From an optimization exercise on the open Yosys and OpenROAD flow, aimed at small area and a short achievable clock period; shortcuts taken in it are not production practice.
RTL that was checked went through simulation tests only; none was proved equivalent to the original.
Function not checked in runs 2 and 3: the RTL went through the layout flow alone.

==> flow/design.v <==
		`timescale 1ns / 1ps
module lab4_2( 
              input wire      mode,
              input wire[2:0] opCode,
              input wire[3:0] value,
              input clk,
              input reset,
              output reg[9:0] result,
              output reg cacheFull,
              output reg invalidOp,
              output reg overflow);
	reg [2:0] opcode_array[0:31];
	reg [3:0] value_array[0:31];
	integer i;
	reg [10:0] counter;
	reg [10:0] counter2;
	reg [20:0] p0;
	reg [20:0] p1;
	reg [10:0] temp_for_p0_p1_change;	
	reg temp_for_bit_change;
	reg [6:0] PC;
	reg [6:0] begin_PC;
	reg flag;
    always @(posedge clk or posedge reset) begin 
		if(reset) begin
			for(i=0;i<32;i=i+1)begin
				opcode_array[i] = 0;
				value_array[i] = 0;
			end
		   invalidOp = 0;  
			cacheFull = 0;
			overflow = 0;
		   counter = 0;	  
		   counter2= 0;	  
		   p0 = 0;	  
		   p1 = 0;  
		   PC = 0;
		   flag = 0;
		   begin_PC = 0;
		   result = 0;
		end else begin
			if(mode == 1) begin 
				temp_for_p0_p1_change = p0;
			   if(opcode_array[PC] == 0) begin		  
					p0 = p0 + value_array[PC]; 			  
			   end
			   if(opcode_array[PC] == 1) begin
					p0 = p0 + p1 + value_array[PC];				  
			   end
			   if(opcode_array[PC] == 2) begin
					p0 = p0 * p1 + value_array[PC];					
			   end
			   if(opcode_array[PC] == 4) begin 
					counter2 = 0;
					for(i=0;i<10;i=i+1) begin			
						if(p0[i] == 1) counter2 = counter2 + 1; 						
					end			
					p0 = counter2;	  
			   end
			   if(opcode_array[PC] == 5) begin
					for(i=0;i<5;i=i+1) begin
						temp_for_bit_change = p0[i];			
						p0[i] = p0[9-i];			
						p0[9-i] = temp_for_bit_change;
					end
			   end
			   if(opcode_array[PC] == 6) begin					
					begin_PC = value_array[PC];
			   end
			   flag = 0;
			   for(i=10;i<21;i=i+1)begin				  
					if (p0[i] == 1) flag = 1;
					p0[i] = 0;
			   end
				if(flag == 0) begin		
					overflow = 0;	
				end	
				else begin	
					overflow = 1;	
				end
				PC = PC + 1;
				if(PC >= counter) begin  
					PC = begin_PC;			  
				end
				p1 = temp_for_p0_p1_change; 
				result = p0;
			end else begin 
				if(opCode == 3 || opCode == 7)begin	
					invalidOp = 1;	
				end else begin			
					invalidOp = 0;	
					if(counter > 31) begin		
						cacheFull = 1;		
					end else begin	
						opcode_array[counter] = opCode;	
						value_array[counter] = value;	
						counter = counter + 1;
					end
				end
			end
		end 		
    end
endmodule
==> flow/run.sh <==
#!/bin/bash
# synth_recipe.tcl (not shown) runs the flow's synth.tcl, then flattens the netlist and writes it again
# the make line also repeats each setting of config.mk as NAME=value (left out here)
make -C /OpenROAD-flow-scripts/flow DESIGN_CONFIG=/design/flow/config.mk WORK_HOME=/design/flow/orfs CLKGATE_MAP_FILE= SYNTH_SCRIPT=/design/flow/synth_recipe.tcl finish
==> flow/config.mk <==
export PLATFORM = sky130hd
export DESIGN_NAME = lab4_2
export DESIGN_NICKNAME = lab4_2
export VERILOG_FILES = /design/flow/design.v
export SDC_FILE = /design/flow/constraint.sdc
export NUM_CORES = 4
export LEC_CHECK = 0
export CAP_MARGIN = 20
export CORE_MARGIN = 2
export CORE_UTILIZATION = 40
export SLEW_MARGIN = 20
==> flow/constraint.sdc <==
create_clock -name core_clock -period 12.5 [get_ports {clk}]
set_input_delay 2.5000 -clock core_clock [delete_from_list [all_inputs] [get_ports {clk}]]
set_output_delay 2.5000 -clock core_clock [all_outputs]
set_load 0.01 [all_outputs]
==> key figures, run 1 <==
Status
  • Status: no timing/DRC/antenna violations

Critical path
  • R2R Path End: p0[4]
  • Arrival time at the worst endpoint: 12.51 ns
  • CP Class: flop to flop
  • WP data required: roughly 13 ns
  • Element type at the critical path end: flop
  • Reg2reg path depth: 54
  • CP peak stage delay: 0.53 ns
  • Crit-path most repeated cell: ha_1
  • Register-to-register path setup slack: ~0.45 ns
  • Worst Path Max Fanout: 9
  • CP Capture Point: p0[4]
  • CP startpoint: PC[1]
  • Slowest-stage cell, CP: fa_2
  • Crit Reg-Reg Startpoint: PC[1]
  • Crit path launch type: flop

Synthesis
  • Area contributors post-synth: dfrtp_1, mux2_2, fa_1
  • Seq/Total Area, Yosys: 0.346
  • Cell Area, Synth: just under 20000 um^2
  • Top cells by instance count after synthesis: dfrtp_1, mux2_2, nand2_1
  • Netlist cell types: approximately 100
  • Count leader, synth: dfrtp_1
  • Post-synth top flop: dfrtp_1
  • Post-synth top area share: 0.346
  • Synth area leader: dfrtp_1
  • Gate Count Post-Synth: 1902
  • Ys async rst share: 1.00
  • Yosys reg bits: between 200 and 300
  • Number of synthesized flops with an enable pin: 0
  • Syn Nets: roughly 2100
  • Syn_area_per_cell: 10.4 um^2
  • Synthesis Warnings: 3

Timing
  • Maximum clock frequency: roughly 83 MHz
  • Relative slew margins: 0.254
  • Setup TNS: 0 ns
  • Least-Margin Pin Slew: 1.12 ns
  • Clock Skews: about 0.022 ns
  • Min Tclk post-route: 12.05 ns
  • Slew Limit Fails: 0
  • Final setup fails: 0
  • Final Hold Viols: 0
  • Part of the cycle the worst path needs: 0.964

Job
  • Max Cap Viol: 0

Placed design
  • IO Port Bufs: 22
  • GPL Wtd Cong: between 0.9 and 1
  • Post-DP HPWL: ~45000 um
  • Placed cell areas: about 21000 um^2

Clock tree
  • Clk buf depth: 3
  • Clk slew on worst S/H paths: approximately 0.060 ns
  • Number of buffers created by CTS: 30
  • H-tree depth: 1
  • Hold-fix buffers at CTS: 0
  • CTS sink cnt: 272
  • Worst-Skew Late Latency: a little under 0.6 ns
  • CTS tree: built
  • Root Buffer: clkbuf_16

Floorplanning
  • Die extent in y: roughly 230 um
  • Core area: between 40000 and 50000 um^2
  • # rows: between 80 and 90
  • Die Area: 51000 um^2
  • Die Width: roughly 230 um
  • Total I/O pin count: 23
  • Initial Util: 0.404

Route
  • Drt wl/cell: between 20 and 25 um
  • Vias per cell: just under 6
  • Post-route ant nets: 0
  • Initial DRC count: ~1400
  • Final routed DRC violation total: 0
  • Vias post-DR: around 15000
  • Final wirelength: ~61000 um
  • First-pass DRT Iterations: 5

Cells and area
  • Layout area overhead: 13.0%
  • N_diodes: 0
  • # nets final: between 2000 and 2500
  • Fraction of layout cells with a size suffix above 1: 0.241
  • Finished Cell Area: 22200 um^2
  • Layout Utilization: 0.456

Global routing
  • Vias in the first global route: around 15000
  • Total Routing Usage GR: 0.243
  • Grt ovf: 0
  • First-pass GRT wire length: between 90000 and 100000 um
  • Antenna violations before repair: 0
  • Largest net degree at the start of global routing: between 100 and 150

Hold path
  • Hold Path Class: flop to flop
  • Hold Crit Start: counter[7]
final cells by class:
type | instances | area, um^2
Clock buffer | 42 | 866
Clock inverter | 14 | 188
Fill cell | 4600 | 26500
Inverter | 148 | 563
Multi-Input combinational cell | 1371 | 12000
Sequential cell | 272 | 6810
Tap cell | 664 | 831
Timing Repair Buffer | 115 | 941
cells by family (layout without fill, tap and decap cells):
logic type / count (synthesis) / after routing / share of synthesized area
AO/OA/AOI/OAI: 366 / 366 / 0.133
XOR/XNOR: 60 / 60 / 0.0313
adder cells (fa/ha/maj): 200 / 200 / 0.160
buffers and inverters: 259 / 319 / 0.0522
flip-flops: 272 / 272 / 0.346
multiplexers: 278 / 278 / 0.159
AND/OR/NAND/NOR: 467 / 467 / 0.119
flip-flops by register name, summed over array words and instances (netlist names):
register and flops:
p0 10, value_array 128, p1 10, begin_PC 7
cacheFull 1, PC 7, invalidOp 1, counter 11
opcode_array 96, overflow 1
critical path: cells and delay by family, from the launching register on:
family | cells | cell delay (ns)
compound gates | 17 | 2.97
fa+ha+maj | 18 | 5.75
buf+inv | 6 | 0.49
flops | 1 | 0.42
mux | 3 | 0.38
simple gates | 10 | 1.91
worst min path at each step:
stage	slack (ns)	cells after the start	to
2_1_floorplan	0.43	1	counter[7]
3_3_place_gp	0.37	0	counter[10]
3_5_place_dp	0.37	0	counter[7]
4_1_cts	0.38	0	counter[7]
5_1_grt	0.39	0	counter[7]
6_report	0.38	0	counter[7]
through the flow:
stage | hold WS [ns] | instances | setup WS (ns)
finish | 0.376 | 2626 | 0.449
global placement | 0.366 | 2562 | 0.257
detailed placement | 0.366 | 2562 | -0.0578
CTS | 0.382 | 2618 | 0.0159
floorplan | 0.429 | 1902 | 0.00115
global route | 0.388 | 2626 | -0.0244
cells in the final DEF (no fill, tap or decap), types with 13 or more instances in the layout:
cell / netlist / routed
nor2_1: 73 / 71
and2_1: 59 / 60
nand4_1: 16 / 16
ha_1: 113 / 104
nor3_1: 13 / 13
nand3_1: 37 / 37
a21oi_1: 83 / 76
o211ai_1: 13 / 13
mux2i_1: 29 / 27
a31oi_1: 15 / 14
inv_1: 146 / 145
a22o_1: 14 / 14
xnor2_1: 42 / 42
o22ai_1: 13 / 13
o21ai_0: 48 / 47
dfrtp_1: 272 / 269
clkbuf_16: 0 / 30
a22oi_1: 32 / 31
clkdlybuf4s50_1: 0 / 20
a21o_1: 18 / 18
nand2_1: 172 / 171
fa_1: 87 / 86
o21bai_1: 18 / 18
buf_4: 3 / 91
mux2_2: 242 / 241
nor2b_1: 16 / 16
nand2b_1: 15 / 15
what timing repair did:
action | CTS | global route
buffers inserted | 0 | 7
resized for setup | 4 | 35
pin swaps | 0 | 13
setup endpoints to repair | 1 | 6
metal layers:
layer  vias to the layer above  global-route usage  routed length (um)  share of wire
li1                       6786                   -                   -              -
met1                      7758               0.356               27900           0.46
met2                       510               0.385               28000           0.46
met3                        94              0.0307                3750          0.061
met4                         0              0.0515                1400          0.023
met5                         -                   0                   0              0
==> run 2: changes to the inputs <==
==> flow/design.v (replaced) <==
`timescale 1ns / 1ps
module lab4_2( 
              input wire      mode,
              input wire[2:0] opCode,
              input wire[3:0] value,
              input clk,
              input reset,
              output reg[9:0] result,
              output reg cacheFull,
              output reg invalidOp,
              output reg overflow);
	reg [223:0] cache;
	reg [5:0]   counter;
	reg [4:0]   PC;
	reg [3:0]   begin_PC;
	reg [9:0]   p1;           
	integer i, j;
	always @(posedge clk) begin
		for (i = 0; i < 32; i = i + 1)
			if (!counter[5] && counter[4:0] == i)
				cache[i*7 +: 7] <= {opCode, value};
	end
	wire       valid = counter[5] | (PC < counter[4:0]);
	wire [6:0] ent   = cache[PC*7 +: 7];
	wire [2:0] op    = valid ? ent[6:4] : 3'd0;
	wire [3:0] v     = valid ? ent[3:0] : 4'd0;
	wire [9:0] p0 = result;
	reg  [10:0] mlo;
	reg         mhi;
	always @* begin
		mlo = {7'd0, v};
		for (i = 0; i < 10; i = i + 1)
			mlo = mlo + ({11{p1[i]}} & ({1'b0, p0} << i));
		mhi = 1'b0;
		for (i = 0; i < 10; i = i + 1)
			for (j = 0; j < 10; j = j + 1)
				if (i + j >= 10) mhi = mhi | (p0[i] & p1[j]);
	end
	wire [11:0] sum = p0 + (op[0] ? p1 : 10'd0) + v;
	reg [3:0] pop;
	always @* begin
		pop = 0;
		for (i = 0; i < 10; i = i + 1) pop = pop + p0[i];
	end
	wire [9:0] rev = {p0[0], p0[1], p0[2], p0[3], p0[4], p0[5], p0[6], p0[7], p0[8], p0[9]};
	reg [9:0] n;
	reg       ovf;
	always @* begin
		case (op)
			3'd0, 3'd1: begin n = sum[9:0]; ovf = |sum[11:10]; end
			3'd2:       begin n = mlo[9:0]; ovf = mhi | mlo[10]; end
			3'd4:       begin n = {6'd0, pop}; ovf = 1'b0; end
			3'd5:       begin n = rev; ovf = 1'b0; end
			default:    begin n = p0; ovf = 1'b0; end
		endcase
	end
	wire [3:0] nbegin = (op == 3'd6) ? v : begin_PC;
	wire [5:0] pc1    = PC + 1'b1;
	always @(posedge clk or posedge reset) begin
		if (reset) begin
			result    <= 0;
			cacheFull <= 0;
			invalidOp <= 0;
			overflow  <= 0;
			counter   <= 0;
			PC        <= 0;
			begin_PC  <= 0;
			p1        <= 0;
		end else if (mode) begin
			result   <= n;
			overflow <= ovf;
			p1       <= p0;
			begin_PC <= nbegin;
			PC       <= (pc1 >= counter) ? {1'b0, nbegin} : pc1[4:0];
		end else if (opCode[1:0] == 2'b11) begin
			invalidOp <= 1'b1;
		end else begin
			invalidOp <= 1'b0;
			if (counter[5]) cacheFull <= 1'b1;
			else            counter   <= counter + 1'b1;
		end
	end
endmodule
==> run 2 against run 1 <==
Critical path type unchanged. Setup slack better by 5.4 ns. Largest cell class is now sequential cells. Clock-buffer cell count is 8 lower. Critical endpoint is now result[9]. Highest routed layer unchanged.
==> key figures, run 2 <==
Status
  • Status: no timing/DRC/antenna violations

Floorplanning
  • Total I/O pin count: 23
  • Die Width: between 150 and 200 um
  • Die Area: around 36000 um^2
  • Die extent in y: about 190 um
  • Initial Util: 0.406
  • # rows: 67
  • Core area: between 30000 and 40000 um^2

Critical path
  • Crit path cell chain: buf_4 > inv_1 > ha_1 > nor2b_1 > o21a_1 > o21ai_0 > a211oi_1 > nor2_1 > fa_1 > fa_1 > fa_1 > ha_1 > ha_1 > ha_1 > inv_1 > fa_1 > inv_1 > a21o_1 > a21oi_1 > xnor2_1 > a221o_1 > a2bb2oi_1
  • Reg2reg path depth: 22
  • Crit path launch type: flop
  • CP Buf/Inv Count: 4
  • WP data required: between 10 and 15 ns
  • Arrival time at the worst endpoint: a little over 7 ns
  • Top cell family by delay on the critical path: adder cells
  • CP Class: flop to flop
  • CP Depth: 22
  • Slowest-stage cell, CP: dfrtp_4
  • Element type at the critical path end: flop
  • CP peak stage delay: 0.71 ns
  • Worst Path Max Fanout: 33

Global routing
  • Total Routing Usage GR: 0.185
  • Vias in the first global route: between 8000 and 9000
  • Antenna violations before repair: 0
  • Largest net degree at the start of global routing: 39
  • First-pass GRT wire length: between 50000 and 60000 um
  • Grt ovf: 0

Timing
  • Final setup fails: 0
  • Setup TNS: 0 ns
  • Slew Limit Fails: 0
  • RSZ-0062 raised after global routing: no
  • Clock Skews: 0.0237 ns
  • Least-Margin Pin Slew: about 0.99 ns
  • Relative slew margins: 0.335
  • Final hold slack: slightly below 0.5 ns
  • Final Hold Viols: 0
  • Part of the cycle the worst path needs: 0.530
  • Maximum clock frequency: about 150 MHz
  • Min Tclk post-route: 6.63 ns

Route
  • Final routed DRC violation total: 0
  • Vias per cell: 5.49
  • Vias post-DR: slightly below 8000
  • Post-route ant nets: 0
  • Final wirelength: approximately 32000 um
  • Drt wl/cell: 22.2 um
  • Initial DRC count: 763
  • First-pass DRT Iterations: 7

Clock tree
  • Root Buffer: clkbuf_16
  • Number of buffers created by CTS: 29
  • Clk buf depth: 3
  • Hold-fix buffers at CTS: 0
  • Setup repair bufs after CTS: 0
  • Worst-Skew Late Latency: about 0.56 ns
  • CTS sink cnt: ~260
  • CTS tree: built
  • Clk slew on worst S/H paths: approximately 0.06 ns
  • Resize count post-CTS: 0
  • H-tree depth: 1

Synthesis
  • Gate Count Post-Synth: around 930
  • Ys async rst share: 0.145
  • Top cells by instance count after synthesis: edfxtp_1, nand2_1, inv_1
  • Cell Area, Synth: about 14000 um^2
  • Count leader, synth: edfxtp_1
  • Post-synth top flop: edfxtp_1
  • Area contributors post-synth: edfxtp_1, mux4_2, fa_1
  • Netlist cell types: 64
  • Yosys reg bits: about 260
  • Synthesis Warnings: 1
  • Seq/Total Area, Yosys: 0.562
  • Post-synth top area share: 0.492
  • Syn_area_per_cell: 14.7 um^2
  • Synth area leader: edfxtp_1
  • Number of synthesized flops with an enable pin: 224
  • Syn Nets: between 1000 and 1500

Cells and area
  • Layout area overhead: 11.8%
  • Most common cell after layout, fill and taps aside: edfxtp_1
  • # nets final: about 1100
  • Fraction of layout cells with a size suffix above 1: 0.144
  • Layout Utilization: 0.454
  • N_diodes: 0
  • Finished Cell Area: around 15000 um^2
  • Max reg flops: roughly 220
  • Most frequent cells in the layout: edfxtp_1, nand2_1, inv_1

Hold path
  • Hold path depth: 2
  • Hold Path Class: flop to flop

Placed design
  • IO Port Bufs: 22
  • GPL Wtd Cong: approximately 0.84
  • Placed cell areas: approximately 14000 um^2
  • Post-DP HPWL: 20500 um

Job
  • Max Cap Viol: 0
## run 2: changes by cell type in the layout (fill, tap and decap cells not counted), sizes merged, moves of 55 or more
cell	before	now
buf	95	17
edfxtp	0	224
dfrtp	272	38
mux2	247	16
nand2	172	64
a21oi	84	21
inv	148	62
ha	113	58
## run 2: final cells by class
class	count	area, um^2
Multi-Input combinational cell	564	5530
Timing Repair Buffer	37	323
Clock buffer	34	744
Sequential cell	262	7680
Inverter	60	225
Clock inverter	20	203
Tap cell	448	561
Fill cell	2941	18300
## run 2: path summary, 6_finish.rpt
path | start | end | slack [ns]
worst max-delay path | PC[0] | result[9] | 5.87
worst min-delay path | invalidOp | invalidOp | 0.49
worst max register to register | PC[0] | result[9] | 5.87
worst min register to register | invalidOp | invalidOp | 0.49
max in group asynchronous | reset | PC[0] | 9.68
min in group asynchronous | reset | p1[8] | 2.38
## run 2: through the flow
stage | cells | worst slack, ns
floorplan | 927 | 6.82
global placement | 1371 | 5.97
detailed placement | 1371 | 5.86
CTS | 1425 | 5.82
global route | 1425 | 5.30
finish | 1425 | 5.87
## run 2: kinds of logic (layout without fill, tap and decap cells)
logic type	after synthesis	after routing	synth area share
compound gates	101	101	0.0515
xor+xnor	32	32	0.0205
fa+ha+maj	106	106	0.123
buf+inv	101	151	0.0330
flops	262	262	0.562
mux	105	105	0.129
simple gates	220	220	0.0806
## run 2: metal layers
layer,part of all wire,global-route usage,wire (um),up-vias
met3,0.065,0.0359,2070,45
li1,-,-,-,3483
met4,0.018,0.0415,575,0
met2,0.46,0.285,14400,247
met5,0,0,0,-
met1,0.46,0.271,14600,4054
## run 2: worst reg2reg max path, cell delays in order (launching register included)
cell and delay (ns):
dfrtp_4 0.71, buf_4 0.61, inv_1 0.21, ha_1 0.22, nor2b_1 0.11, o21a_1 0.11
o21ai_0 0.10, a211oi_1 0.69, nor2_1 0.34, fa_1 0.48, fa_1 0.49, fa_1 0.43
ha_1 0.28, ha_1 0.28, ha_1 0.16, inv_1 0.05, fa_1 0.39, inv_1 0.07
a21o_1 0.10, a21oi_1 0.07, xnor2_1 0.14, a221o_1 0.30, a2bb2oi_1 0.13
==> run 3: changes to the inputs <==
--- a/flow/config.mk
+++ b/flow/config.mk
@@ -5,6 +5,7 @@
 export SDC_FILE = /design/flow/constraint.sdc
 export NUM_CORES = 4
 export LEC_CHECK = 0
+export ABC_CLOCK_PERIOD_IN_PS = 3000
 export CAP_MARGIN = 20
 export CORE_MARGIN = 2
 export CORE_UTILIZATION = 40
==> run 3 against run 2 <==
Still clean on timing, DRC and antenna. Sequential cell count unchanged. Final area unchanged. Critical path depth is the same. Highest routed layer unchanged.
==> key figures, run 3 <==
Synthesis
  • XOR/XNOR Fraction of Synth Area: 0.0205
  • Ys async rst share: 0.145
  • Synth area leader: edfxtp_1
  • Cell Area, Synth: about 14000 um^2
  • Syn Nets: 1043
  • Gate Count Post-Synth: between 900 and 1000
  • Top cells by instance count after synthesis: edfxtp_1, nand2_1, inv_1
  • Compound-cell area share of the yosys netlist: 0.0515
  • Number of synthesized flops with an enable pin: ~220
  • Multiplexer share of the synthesized area: 0.129
  • Post-Synth Simple-Gate Area: 0.0806
  • Post-synth top flop: edfxtp_1
  • Yosys reg bits: about 260
  • Post-synth top area share: 0.492
  • Seq/Total Area, Yosys: 0.562
  • Netlist cell types: 64
  • Syn_area_per_cell: 14.7 um^2
  • Count leader, synth: edfxtp_1
  • Largest family of logic cells by synthesized area: multiplexers
  • Synthesis Warnings: 1
  • Post-Synth Adder-Cell Area: 0.123
  • Area contributors post-synth: edfxtp_1, mux4_2, fa_1

Timing
  • Min Tclk post-route: roughly 6.6 ns
  • Least-Margin Pin Slew: between 0.9 and 1 ns
  • Setup TNS: 0 ns
  • Relative slew margins: 0.335
  • Final worst slack: ~5.9 ns
  • Final Hold Viols: 0
  • Slew Limit Fails: 0
  • Final setup fails: 0
  • Clock Skews: about 0.024 ns
  • RSZ-0062 raised after global routing: no
  • Part of the cycle the worst path needs: 0.530
  • Maximum clock frequency: around 150 MHz

Clock tree
  • Resize count post-CTS: 0
  • Clk slew on worst S/H paths: around 0.060 ns
  • Hold-fix buffers at CTS: 0
  • Clk buf depth: 3
  • Setup repair bufs after CTS: 0
  • Worst-Skew Late Latency: approximately 0.56 ns
  • CTS sink cnt: ~260
  • CTS tree: built
  • H-tree depth: 1
  • Number of buffers created by CTS: 29
  • Root Buffer: clkbuf_16

Critical path
  • Element type at the critical path end: flop
  • Worst Path Max Fanout: 33
  • Top cell family by delay on the critical path: adder cells
  • WP data required: 12.94 ns
  • Arrival time at the worst endpoint: just over 7 ns
  • CP Buf/Inv Count: 4
  • Slowest-stage cell, CP: dfrtp_4
  • Crit path launch type: flop
  • CP Class: flop to flop
  • Crit path cell chain: buf_4 > inv_1 > ha_1 > nor2b_1 > o21a_1 > o21ai_0 > a211oi_1 > nor2_1 > fa_1 > fa_1 > fa_1 > ha_1 > ha_1 > ha_1 > inv_1 > fa_1 > inv_1 > a21o_1 > a21oi_1 > xnor2_1 > a221o_1 > a2bb2oi_1
  • CP peak stage delay: between 0.7 and 0.8 ns

Floorplanning
  • Core area: 33600 um^2
  • Initial Util: 0.406
  • Die extent in y: between 150 and 200 um
  • Total I/O pin count: 23
  • # rows: 67
  • Die Width: approximately 190 um
  • Die Area: ~36000 um^2

Global routing
  • Largest net degree at the start of global routing: 39
  • First-pass GRT wire length: about 50000 um
  • GR peak layer: met2
  • Met1 Resource Use GR: 0.271
  • M3 GR Usage: 0.0359
  • Antenna violations before repair: 0
  • Grt ovf: 0
  • Met2 usage: 0.285
  • Vias in the first global route: slightly above 8000
  • Total Routing Usage GR: 0.185

Cells and area
  • Most common cell after layout, fill and taps aside: edfxtp_1
  • Layout Utilization: 0.454
  • Most frequent cells in the layout: edfxtp_1, nand2_1, inv_1
  • N_diodes: 0
  • Max reg flops: ~220
  • Non-Filler Instances: between 1000 and 1500
  • Layout area overhead: 11.8%
  • Fraction of layout cells with a size suffix above 1: 0.144
  • # nets final: around 1100
  • Finished Cell Area: 15300 um^2

Route
  • Post-route ant nets: 0
  • First-pass DRT Iterations: 7
  • Final wirelength: 31700 um
  • Initial DRC count: ~760
  • Vias post-DR: slightly below 8000
  • Vias per cell: around 5.5
  • Final routed DRC violation total: 0
  • Drt wl/cell: around 22 um

Job
  • Max Cap Viol: 0

Placed design
  • Dpl cells: 1371
  • Setup WS pre-CTS: 5.86 ns
  • GPL Wtd Cong: roughly 0.84
  • IO Port Bufs: 22
  • Placed cell areas: around 14000 um^2
  • Post-DP HPWL: 20500 um

Hold path
  • Hold Path Class: flop to flop

Status
  • Status: no timing/DRC/antenna violations
run 3: tightest hold or removal path, stage by stage, from the launching register on:
cell     delay (ns)
dfrtp_1        0.35
nand2_1        0.05
o21ai_0        0.06
run 3: through the flow:
stage / hold slack [ns]
2_1_floorplan: 0.480
3_3_place_gp: 0.474
3_5_place_dp: 0.487
4_1_cts: 0.502
5_1_grt: 0.523
6_report: 0.495
run 3: metal layers:
layer	vias up	routed length, um
met1	4054	14600
met5	-	0
li1	3483	-
met4	0	575
met2	247	14400
met3	45	2070
run 3: final cells by class:
type,instances,area (um^2)
Timing Repair Buffer,37,323
Sequential cell,262,7680
Clock inverter,20,203
Inverter,60,225
Multi-Input combinational cell,564,5530
Clock buffer,34,744
Tap cell,448,561
Fill cell,2941,18300
run 3: cell families after synthesis:
logic type                 count (synthesis)
DFF                                      262
and+or+nand+nor                          220
adders and majority gates                106
muxes                                    105
AOI/OAI and AO/OA                        101
buffers and inverters                    101
xor gates and xnor gates                  32
run 3: path summary, 6_finish.rpt:
path	slack (ns)	startpoint	depth (start not counted)	to
worst max-delay path	5.87	PC[0]	22	result[9]
worst min-delay path	0.49	invalidOp	2	invalidOp
worst max register to register	5.87	PC[0]	22	result[9]
worst min register to register	0.49	invalidOp	2	invalidOp
max in group asynchronous	9.68	reset	3	PC[0]
min in group asynchronous	2.38	reset	3	p1[8]

## static timing again, ports no longer ideal
In the flow no input, the clock included, has a driving cell. The finished layouts below were timed again as built, in two steps.
Step 1 assumes that a clkbuf_16 drives the clock port and a buf_2 every other input.
Step 2 times the ports against the registers' clock, not the clock port: input delays grow and output delays shrink by t, the midpoint of the rising clock arrivals with the driver on.
Slacks: ideal ports / drivers / drivers and shift; pairs: ideal ports / drivers.
| run | t (ns) | slack for setup (ns) | hold WS [ns] | worst register clock-pin slew, ns |
|---|---|---|---|---|
| run 1 | 0.626 | 0.449 / 0.449 / 0.449 | 0.376 / 0.376 / 0.376 | 0.06 / 0.06 |
| run 2 | 0.598 | 5.871 / 5.871 / 5.871 | 0.495 / 0.495 / 0.495 | 0.06 / 0.06 |
| run 3 | 0.598 | 5.871 / 5.871 / 5.871 | 0.495 / 0.495 / 0.495 | 0.06 / 0.06 |
After both steps setup and hold are still met in every run listed.
